From an optimization exercise on the open Yosys and OpenROAD flow, aimed at a short achievable clock period and few clock cycles; shortcuts taken in it are not production practice. Function was checked by simulation only, so behaviour that the tests miss may differ from the original. Power and IR drop assume default switching activity.

**design/flow/constraint.sdc**
```tcl
create_clock -name core_clock -period 7.0 [get_ports {clk}]
set_input_delay 1.4000 -clock core_clock [delete_from_list [all_inputs] [get_ports {clk}]]
set_output_delay 1.4000 -clock core_clock [all_outputs]
set_load 0.01 [all_outputs]
```
**design/flow/design.v**
```verilog
module luu_core(
	input wire        clk,
	input wire        rst,  
	output wire[31:0] imem_addr,  
	input wire[31:0]  imem_data,  
	output wire       dmem_en,  
	output wire       dmem_we,
	output wire[31:0] dmem_addr,
	output wire[31:0] dmem_wdata,
	input wire[31:0]  dmem_rdata  
);
	reg rst_q;
	always @(posedge clk) rst_q <= rst;
	reg [31:0] pc;
	wire       redirect;
	wire [31:0] redirect_pc;
	wire [31:0] fw = imem_data;
	wire [31:0] f_sx20 = {{12{fw[31]}}, fw[31:12]};
	wire        f_rs1z = (fw[11:7] == 5'd0);
	wire        f_isj  = (fw[2:0] == 3'b010) & ~fw[3];
	wire        f_isb  = (fw[2:0] == 3'b011);
	wire        f_back = (f_sx20 < pc);
	wire        f_pred = f_rs1z & (f_isj | (f_isb & ((fw[6:3] == 4'b1111) |
	                      ((fw[6:3] != 4'b0000) & f_back))));
	wire [31:0] pc_plus4 = pc + 32'd4;
	always @(posedge clk) begin
		if (~rst)
			pc <= 32'd0;
		else if (redirect)
			pc <= redirect_pc;
		else if (f_pred)
			pc <= f_sx20;
		else
			pc <= pc_plus4;
	end
	assign imem_addr = pc;
	reg        d_valid;
	reg [31:0] d_ir;
	reg [31:0] d_pc;
	reg        d_pred;
	always @(posedge clk) begin
		if (~rst)
			d_valid <= 1'b0;
		else
			d_valid <= ~redirect;
		d_ir   <= fw;
		d_pc   <= pc;
		d_pred <= f_pred;
	end
	wire [2:0]  op   = d_ir[2:0];
	wire [3:0]  func = d_ir[6:3];
	wire [4:0]  rs1  = d_ir[11:7];
	wire [4:0]  rs2  = d_ir[16:12];
	wire [4:0]  rdf  = d_ir[21:17];
	wire [31:0] sx20 = {{12{d_ir[31]}}, d_ir[31:12]};
	wire [31:0] sx15 = {{17{d_ir[31]}}, d_ir[31:17]};
	wire [31:0] hi15 = {d_ir[31:17], 17'd0};
	wire i_imm  = (op == 3'b000) & (func[1:0] == 2'b00);
	wire i_imls = (op == 3'b000) & (func[1:0] == 2'b01);
	wire i_addi = (op == 3'b000) & (func[1:0] == 2'b11);
	wire i_cal  = (op == 3'b001);
	wire i_j    = (op == 3'b010) & ~func[0];
	wire i_link = (op == 3'b010) &  func[0];
	wire i_b    = (op == 3'b011);
	wire i_ld   = (op == 3'b100);
	wire i_st   = (op == 3'b101);
	reg [31:0] rf [1:31];
	wire [31:0] e_wb;
	wire        e_rf_we;
	reg  [4:0]  e_rd;
	wire [31:0] rf1 = (rs1 == 5'd0) ? 32'd0 : rf[rs1];
	wire [31:0] rf2 = (rs2 == 5'd0) ? 32'd0 : rf[rs2];
	wire byp1 = e_rf_we & (e_rd == rs1) & (rs1 != 5'd0);
	wire byp2 = e_rf_we & (e_rd == rs2) & (rs2 != 5'd0);
	wire [31:0] r1 = byp1 ? e_wb : rf1;
	wire [31:0] r2 = byp2 ? e_wb : rf2;
	integer k;
	always @(posedge clk) begin
		if (~rst_q) begin
			for (k = 1; k < 32; k = k + 1) rf[k] <= 32'd0;
		end else if (e_rf_we & (e_rd != 5'd0)) begin
			rf[e_rd] <= e_wb;
		end
	end
	wire a_pc   = i_link;
	wire a_zero = i_imm | ~(i_imls | i_addi | i_cal | i_j | i_link | i_b | i_ld | i_st);
	wire [31:0] d_a = a_pc ? d_pc : (a_zero ? 32'd0 : r1);
	wire b_reg  = i_cal | i_ld;
	wire b_20   = i_imm | i_j | i_link | i_b;
	wire b_15   = i_addi | i_st;
	wire b_hi   = i_imls;
	wire [31:0] d_bimm = b_20 ? sx20 : b_15 ? sx15 : b_hi ? hi15 : 32'd0;
	wire d_sub = i_cal & (func == 4'b0001);
	wire [31:0] d_b = b_reg ? (d_sub ? ~r2 : r2) : d_bimm;
	wire s_sum  = ~i_cal | (func == 4'b0000) | (func == 4'b0001);
	wire s_shr  = i_cal & ((func == 4'b0100) | (func == 4'b1001));
	wire s_shl  = i_cal & (func == 4'b0101);
	wire s_and  = i_cal & (func == 4'b0110);
	wire s_or   = i_cal & (func == 4'b0111);
	wire s_not  = i_cal & (func == 4'b1000);
	wire s_xor  = i_cal & (func == 4'b1010);
	wire s_land = i_cal & (func == 4'b1011);
	wire s_lor  = i_cal & (func == 4'b1100);
	wire s_lnot = i_cal & (func == 4'b1101);
	wire s_def  = i_cal & ((func == 4'b0010) | (func == 4'b0011) |
	                       (func == 4'b1110) | (func == 4'b1111));
	wire d_wen = i_imm | i_imls | i_addi | i_cal | i_link | i_ld | (i_st & func[0]);
	wire [4:0] d_rd = (i_imm | i_imls | i_link | i_st) ? rs1 : i_addi ? rs2 : rdf;
	reg        e_valid;
	reg [31:0] e_a, e_b, e_sd, e_pc;
	reg        e_sub, e_wen, e_ld, e_j, e_b_, e_pred;
	reg [3:0]  e_cond;
	reg        e_men, e_mwe;
	reg        e_s_sum, e_s_shr, e_s_shl, e_s_and, e_s_or, e_s_not, e_s_xor,
	           e_s_land, e_s_lor, e_s_lnot, e_s_def;
	wire d_go = d_valid & ~redirect;
	always @(posedge clk) begin
		if (~rst) begin
			e_valid <= 1'b0;
			e_men   <= 1'b0;
			e_mwe   <= 1'b0;
		end else begin
			e_valid <= d_go;
			e_men   <= d_go & (i_ld | i_st);
			e_mwe   <= d_go & i_st;
		end
		e_a    <= d_a;
		e_b    <= d_b;
		e_sd   <= r2;
		e_pc   <= d_pc;
		e_sub  <= d_sub;
		e_wen  <= d_wen;
		e_rd   <= d_rd;
		e_ld   <= i_ld;
		e_j    <= i_j;
		e_b_   <= i_b;
		e_cond <= func;
		e_pred <= d_pred;
		e_s_sum <= s_sum; e_s_shr <= s_shr; e_s_shl <= s_shl; e_s_and <= s_and;
		e_s_or <= s_or; e_s_not <= s_not; e_s_xor <= s_xor; e_s_land <= s_land;
		e_s_lor <= s_lor; e_s_lnot <= s_lnot; e_s_def <= s_def;
	end
	wire [32:0] sum = {1'b0, e_a} + {1'b0, e_b} + {32'd0, e_sub};
	wire [31:0] b_true = e_sub ? ~e_b : e_b;        
	wire        big = |e_b[31:5];
	wire [31:0] shr = big ? 32'd0 : (e_a >> e_b[4:0]);
	wire [31:0] shl = big ? 32'd0 : (e_a << e_b[4:0]);
	wire a_nz = |e_a;
	wire b_nz = |e_b;
	wire [31:0] res =
		({32{e_s_sum}}  & sum[31:0]) |
		({32{e_s_shr}}  & shr) |
		({32{e_s_shl}}  & shl) |
		({32{e_s_and}}  & (e_a & e_b)) |
		({32{e_s_or}}   & (e_a | e_b)) |
		({32{e_s_not}}  & ~e_a) |
		({32{e_s_xor}}  & (e_a ^ e_b)) |
		{31'd0, e_s_land & a_nz & b_nz} |
		{31'd0, e_s_lor & (a_nz | b_nz)} |
		{31'd0, e_s_lnot & ~a_nz} |
		{e_s_def, 31'd0};
	wire bz_sub  = &e_b;                               
	wire bp31    = e_sub ? (e_b[31] ^ (&e_b[30:0])) : e_b[31];
	wire c_now   = sum[32] & ~(e_sub & bz_sub);
	wire v_now   = (e_a[31] == bp31) & (res[31] != e_a[31]);
	reg [31:0] fr;
	reg        fc, fv;
	wire fN = fr[31];
	wire fZ = (fr == 32'd0);
	wire fC = fc;
	wire fV = fv;
	reg cond_ok;
	always @(*) begin
		case (e_cond)
			4'b0000: cond_ok = 1'b0;
			4'b0001: cond_ok = ~fZ;
			4'b0010: cond_ok = fC;
			4'b0011: cond_ok = ~fC;
			4'b0100: cond_ok = fN;
			4'b0101: cond_ok = ~fN;
			4'b0110: cond_ok = fV;
			4'b0111: cond_ok = ~fV;
			4'b1000: cond_ok = fC & ~fZ;
			4'b1001: cond_ok = ~(fC & ~fZ);
			4'b1010: cond_ok = (fN == fV);
			4'b1011: cond_ok = (fN != fV);
			4'b1100: cond_ok = ~fZ & (fN == fV);
			4'b1101: cond_ok = fZ | (fN != fV);
			4'b1110: cond_ok = fZ;
			default: cond_ok = 1'b1;
		endcase
	end
	wire taken = e_j | (e_b_ & cond_ok);
	assign redirect = e_valid & (taken != e_pred);
	assign redirect_pc = taken ? sum[31:0] : (e_pc + 32'd4);
	always @(posedge clk) begin
		if (~rst) begin
			fr <= 32'd0;
			fc <= 1'b0;
			fv <= 1'b0;
		end else if (e_valid) begin
			fr <= taken ? 32'd0 : res;
			fc <= ~taken & c_now;
			fv <= ~taken & v_now;
		end
	end
	assign e_wb    = e_ld ? dmem_rdata : res;
	assign e_rf_we = e_valid & e_wen;
	assign dmem_en    = e_men;
	assign dmem_we    = e_mwe;
	assign dmem_addr  = e_a;
	assign dmem_wdata = e_sd;
endmodule
```
**design/flow/config.mk**
```make
export PLATFORM = sky130hd
export DESIGN_NAME = luu_core
export DESIGN_NICKNAME = luu_core
export VERILOG_FILES = /design/flow/design.v
export SDC_FILE = /design/flow/constraint.sdc
export NUM_CORES = 4
export LEC_CHECK = 0
export CAP_MARGIN = 20
export CORE_MARGIN = 2
export CORE_UTILIZATION = 40
export SLEW_MARGIN = 20
```
**design/flow/run.sh**
```bash
#!/bin/bash
# synth_recipe.tcl (not shown) runs the flow's synth.tcl, then flattens the netlist and writes it again
# the make line also repeats each setting of config.mk as NAME=value (left out here)
make -C /OpenROAD-flow-scripts/flow DESIGN_CONFIG=/design/flow/config.mk WORK_HOME=/design/flow/orfs CLKGATE_MAP_FILE= SYNTH_SCRIPT=/design/flow/synth_recipe.tcl finish
```
==> results of run 1 <==
==> cells in the final DEF (no fill, tap or decap), drive strengths merged, types with 38 or more instances in the layout <==
cell	netlist	layout
nand3	81	81
xnor2	64	64
o21ai	174	174
buf	181	183
clkbuf	365	180
a221oi	42	42
o211ai	44	44
mux2i	107	107
inv	164	168
nor2	1177	1177
a21oi	140	140
clkinv	3	76
dfxtp	290	290
o221ai	38	38
nand2	306	306
nor3	56	56
a21o	40	40
ha	98	98
nand4	41	41
clkdlybuf4s50	0	163
edfxtp	1024	1024
mux4	693	693
a22oi	40	40
==> synth_stat cells (41+ instances only) <==
library cell	number
mux4_2	692
nand2_1	306
o21ai_0	153
buf_2	99
mux2i_1	105
dfxtp_1	290
clkbuf_1	365
buf_1	57
nor3_1	56
edfxtp_1	1024
nor2_1	1177
a21oi_1	140
inv_1	161
o211ai_1	44
nand3_1	81
nand4_1	41
xnor2_1	64
ha_1	98
==> power breakdown <==
group | internal, uW | switching (uW)
Combinational | 1470 | 2610
Sequential | 8780 | 487
Clock | 4380 | 3380
==> final timing paths <==
| kind | from | endpoint | slack (ns) | cells after the start |
|---|---|---|---|---|
| setup reg to reg | e_b[0] | e_b[4] | 1.79 | 11 |
| hold / removal | d_pred | e_pred | 0.33 | 0 |
| hold reg to reg | d_pred | e_pred | 0.33 | 0 |
| setup / recovery | e_b[0] | e_b[4] | 1.79 | 11 |
==> cell type report <==
| class | count | area (um^2) | area share (%) |
|---|---|---|---|
| Multi-Input combinational cell | 3677 | 32730 | 40.49 |
| Clock buffer | 179 | 3871 | 4.789 |
| Inverter | 167 | 626.9 | 0.7755 |
| Sequential cell | 1314 | 36600 | 45.28 |
| Timing Repair Buffer | 347 | 3141 | 3.885 |
| Antenna cell | 2 | 5.005 | 0.006192 |
| Tap cell | 2355 | 2947 | 3.646 |
| Clock inverter | 91 | 908.4 | 1.124 |
==> through the flow <==
step	std cells	power, uW	area (um^2)
2_1_floorplan	5704	11750	71930
3_3_place_gp	7856	13310	75950
3_5_place_dp	7857	13360	75980
4_1_cts	8127	21000	80760
5_1_grt	8130	21650	80820
6_report	8132	21110	80830
==> routing by layer <==
metal / GRT usage (%) / vias up
li1: - / 21510
met1: 37.83 / 27290
met2: 47.83 / 3626
met3: 8.170 / 791
met4: 18.59 / 12
met5: 0 / -
==> kinds of logic (layout without fill, tap and decap cells) <==
group	count (synthesis)	after routing	share of synthesized area, %
compound gates	758	758	7.419
xor+xnor	93	93	1.134
fa+ha+maj	100	100	1.763
buf+inv	713	784	4.056
flops	1314	1314	50.90
mux	837	837	23.83
other cells	1	34	0.005222
simple gates	1857	1857	10.89
==> registers in the layout, indices dropped and copies added, names as in the netlist, 4 cells and up <==
name	count
d_ir	32
d_pc	32
e_a	32
e_b	32
e_cond	4
e_pc	32
e_rd	5
e_sd	32
fr	32
pc	32
rf	1024
==> impl_metrics.csv, run 1 <==
group,metric,value,unit
outcome,status,"no timing/DRC/antenna violations",
routing,dr_wl_met2,129700,um
worst_setup_path,crit_family,"compound AO/OA/AOI/OAI gates",
routing,routed_wl,282100,um
cells_and_area,nets,5818,
clocking,cts_resized,0,
pwr,p_per_area,261.2,nW/um^2
yosys,synth_cell_types,99,
sta,hold_viol,0,
clocking,cts_sinks,1314,
clocking,clockBufferDepth,3,
die,io_pins,164,
yosys,synth_area,71810,um^2
worst_setup_path,crit_fanout,42,
clocking,cts_tree,"yes",
die,fp.coreArea,178400,um^2
routing,antenna_left,0,
cells_and_area,final_util,45.30,%
placement,place.gp.congestion,0.9943,
yosys,synth_edf_count,1024,
clocking,cts_max_level,4,
sta,fin_setup_tns,0,ns
sta,max_freq,191.8,MHz
routing,met1_length,99790,um
worst_hold_path,hp-class,"flop to flop",
worst_setup_path,cp-start-kind,"flop",
die,die_area,182900,um^2
pwr,power_leakage,0.02893,uW
yosys,ys_seq_area_share,50.90,%
die,start_util,40.25,%
placement,post-place-ws,1.760,ns
die,die_h,427.7,um
worst_setup_path,crit_type,"flop to flop",
routing,routedWlPerCell,34.69,um
sta,holdWs,0.3287,ns
global_routing,grt_pass1_vias,52250,
die,dieWidth,427.7,um
pwr,ir_drop,0.2118,mV
yosys,synthTopCellsByArea,"edfxtp_1, mux4_2, dfxtp_1",
yosys,yosys_warnings,1,
worst_setup_path,crit_path_max_incr_delay,0.78,ns
worst_setup_path,endpoint_kind,"flop",
cells_and_area,nFillCells,15910,
sta,setup_violations,0,
routing,num_vias,53230,
yosys,synth_seq_cells,1314,
sta,worst_pin_slew,1.304,ns
routing,firstDrtPassIters,7,
placement,dp_hpwl,183200,um
clocking,hold_buffers,0,
global_routing,grt_pass1_wl,394000,um
worst_setup_path,worstPathArrival,5.85,ns
worst_setup_path,cp.required,7.64,ns
routing,wl_met3,32080,um
worst_setup_path,path_cells,"buf_4 -> mux4_2 -> mux2_2 -> mux2i_1 -> nor2_1 -> o311ai_1 -> a41o_1 -> buf_4 -> o22ai_1 -> xnor2_1 -> o21ai_1",
sta,maxSlewViolCount,0,
cells_and_area,area_delta_synth_final,12.55,%
global_routing,antenna_found_initial,13,
global_routing,grt_usage,30.53,%
yosys,yosysTopAreaCell,"edfxtp_1",
clocking,clock_latency,0.81,ns
worst_setup_path,cp_slowest_cell,"dfxtp_4",
routing,drc,0,
sta,slew_headroom,13.07,%
clocking,clk_pin_slew,0.06,ns
sta,fin_crit,5.215,ns
routing,drtIter0Drc,7526,
global_routing,grt_remaining_overflow,0,
sta,rsz0062_at_grt,"false",
clocking,cts_setup_buffers,0,
sta,fin_skew,0.03172,ns
clocking,cts_made_buffers,145,
job,cap_violations,0,
clocking,cts-root-buf,"clkbuf_16",
yosys,async_flop_share,0,%
routing,highest_layer,"met5",
global_routing,grt_max_degree,100,
yosys,yosysTopAreaCellShare,42.82,%
cells_and_area,drive_gt1_share,21.96,%
yosys,synth_flop_cell,"edfxtp_1",
routing,via_per_inst,6.546,
worst_setup_path,path_common_cell,"buf_4",
worst_setup_path,crit_buf_inv,2,
yosys,syn_inst,5673,
sta,fin_ws,1.785,ns
sta,finalCritPeriodShare,74.49,%
die,rows,155,
yosys,syn_avg_cell_area,12.66,um^2
placement,port-buffer-count,163,
Testbench counts, summed over its fixed seeds: cycles 78,198.
==> run 2: changes to the inputs <==
--- a/design/flow/config.mk
+++ b/design/flow/config.mk
@@ -5,7 +5,9 @@
 export SDC_FILE = /design/flow/constraint.sdc
 export NUM_CORES = 4
 export LEC_CHECK = 0
+export ABC_CLOCK_PERIOD_IN_PS = 2000
 export CAP_MARGIN = 20
 export CORE_MARGIN = 2
 export CORE_UTILIZATION = 40
+export SETUP_SLACK_MARGIN = 4.5
 export SLEW_MARGIN = 20
==> impl_metrics.csv, run 2 <==
group,metric,value,unit
routing,drc,0,
pwr,power_leakage,0.03554,uW
worst_setup_path,endpoint_kind,"flop",
yosys,ys_top_cells_by_count,"nor2_1, edfxtp_1, mux4_2, clkbuf_1, nand2_1",
job,cap_violations,0,
routing,drtIter0Drc,10140,
pwr,ir_drop,0.1778,mV
sta,fin_crit,3.663,ns
yosys,synth_edf_count,1024,
worst_setup_path,crit_type,"input pin to flop",
yosys,async_flop_share,0,%
clocking,cts_sinks,1314,
clocking,cts_made_buffers,146,
cells_and_area,final_common_cell,"edfxtp_1",
yosys,yosysTopAreaCell,"edfxtp_1",
cells_and_area,largest_reg_flops,1024,
sta,setup_violations,0,
cells_and_area,area_delta_synth_final,39.70,%
worst_setup_path,cp.required,7.68,ns
pwr,p_per_area,259.0,nW/um^2
yosys,synthTopCellsByArea,"edfxtp_1, mux4_2, dfxtp_1",
clocking,clockBufferDepth,3,
sta,fin_setup_tns,0,ns
yosys,synth_area,71810,um^2
global_routing,grt_max_degree,79,
global_routing,grt_usage,35.84,%
worst_setup_path,reg2reg_slack,3.35,ns
die,io_pins,164,
yosys,syn_inst,5673,
routing,via_per_inst,6.841,
sta,holdWs,0.3321,ns
die,dieWidth,427.7,um
worst_setup_path,cp-start-kind,"input pin",
cells_and_area,final_cell_mix,"edfxtp_1, nor2_1, mux4_2, buf_4, nor2_4",
sta,worst_pin_slew,1.288,ns
placement,port-buffer-count,163,
die,fp.coreArea,178400,um^2
global_routing,grt_pass1_wl,454000,um
yosys,yosysMostFrequentCell,"nor2_1",
placement,dp_hpwl,178100,um
die,die_area,182900,um^2
routing,routed_wl,340600,um
sta,finalCritPeriodShare,52.33,%
clocking,clock_latency,0.83,ns
clocking,cts_max_level,4,
cells_and_area,nFillCells,13780,
yosys,yosys_warnings,1,
yosys,synth_flop_cell,"edfxtp_1",
worst_setup_path,crit_fanout,4,
routing,num_vias,61150,
global_routing,antenna_found_initial,13,
clocking,cts_tree,"yes",
clocking,clk_pin_slew,0.06,ns
yosys,syn_avg_cell_area,12.66,um^2
cells_and_area,drive_gt1_share,48.76,%
routing,firstDrtPassIters,9,
routing,routedWlPerCell,38.11,um
yosys,synth_cell_types,99,
routing,antenna_left,0,
die,die_h,427.7,um
global_routing,grt_remaining_overflow,0,
worst_hold_path,hp-class,"flop to flop",
placement,place.gp.congestion,0.9704,
die,rows,155,
yosys,ys_seq_area_share,50.90,%
sta,max_freq,273.0,MHz
global_routing,grt_pass1_vias,58130,
yosys,yosysTopAreaCellShare,42.82,%
die,start_util,40.25,%
worst_setup_path,worstPathArrival,4.34,ns
sta,hold_viol,0,
yosys,synth_seq_cells,1314,
clocking,cts-root-buf,"clkbuf_16",
outcome,status,"no timing/DRC/antenna violations",
sta,fin_skew,0.04880,ns
sta,slew_headroom,14.15,%
cells_and_area,nets,6630,
cells_and_area,largest_register,"rf",
sta,rsz0062_at_grt,"true",
sta,maxSlewViolCount,0,
## run 2: final timing paths
| check | cells after the start | to | startpoint |
|---|---|---|---|
| setup / recovery | 11 | pc[29] | imem_data[26] |
| hold / removal | 0 | e_pred | d_pred |
| setup reg to reg | 16 | rf[28][22] | e_b[0] |
| hold reg to reg | 0 | e_pred | d_pred |
## run 2: power breakdown
group          total [uW]  switching, uW  internal [uW]
Sequential           9170            379           8790
Combinational        8960           4870           4090
Clock                7870           3440           4430
Total               26000           8680          17300
## run 2: worst max-delay path, cell delays in order
cell	delay [ns]
buf_12	0.12
ha_4	0.26
nand4_1	0.65
a2111o_1	0.65
o211ai_1	0.28
buf_4	0.17
buf_6	0.10
a2111oi_4	0.04
buf_4	0.19
buf_6	0.12
a2111o_1	0.34
## run 2: through the flow
step / cell area [um^2] / util (%) / cells / power (uW) / setup WS (ns)
after floorplan: 73930 / - / 5704 / 12240 / 3.223
after global placement: 76450 / 42.85 / 7828 / 13420 / 1.588
after detailed placement: 76470 / 42.86 / 7829 / 13480 / 1.565
after CTS: 94440 / 52.93 / 8751 / 24430 / 3.449
after global routing: 100300 / 56.22 / 8933 / 26360 / 3.335
final: 100300 / 56.23 / 8938 / 25990 / 3.337
## run 2: timing repair
item                       in CTS  in global routing
pin swaps                     199                252
buffers inserted              543                151
setup endpoints to repair    2282               1771
gates cloned                  122                 26
resized for setup            1716               1065
hold buffers                    0                  0
## run 2: logic make-up after synthesis
family	Yosys count	synth area share, %
compound gates	758	7.419
xor+xnor	93	1.134
fa+ha+maj	100	1.763
buf+inv	713	4.056
flops	1314	50.90
mux	837	23.83
other cells	1	0.005222
simple gates	1857	10.89
## run 2: cell type report
class / instances / area [um^2] / area share, %
Tap cell: 2355 / 2947 / 2.937
Inverter: 167 / 725.7 / 0.7233
Clock buffer: 185 / 3892 / 3.880
Multi-Input combinational cell: 3708 / 39990 / 39.86
Clock inverter: 72 / 922.1 / 0.9191
Antenna cell: 10 / 25.02 / 0.02494
Sequential cell: 1314 / 36960 / 36.84
Timing Repair inverter: 3 / 28.78 / 0.02868
Timing Repair Buffer: 1124 / 14840 / 14.79
## run 2: layer usage
layer,global-route usage (%),vias up,wire length (um)
met1,42.78,30730,108200
met3,13.25,1439,52620
met5,0.05208,-,35
met2,53.90,5600,150600
li1,-,23380,-
met4,24.69,6,29130

what the ideal ports hide:
How much do the figures lean on ideal ports? The routed layouts below were timed once more, with nothing changed but the port constraints.
Step 1, drivers: a clkbuf_16 drives clk and a buf_2 each remaining input, both assumed.
Step 2 also shifts input and output timing later by t, the mid clock arrival at the registers, as if the neighbouring blocks saw the same clock.
a / b / c = no drivers / after step 1 / after step 2; a / b = the first two.
run	t (ns)	setup slack, ns	pins driven straight from the clock port
run 1	0.874	1.785 / 1.785 / 1.732	1
run 2	0.887	3.337 / 3.345 / 2.471	1
After both steps every run listed still meets setup and hold. The setup slack of run 2, which loses most, moves by +0.008 ns with the drivers and by -0.866 ns with both steps.
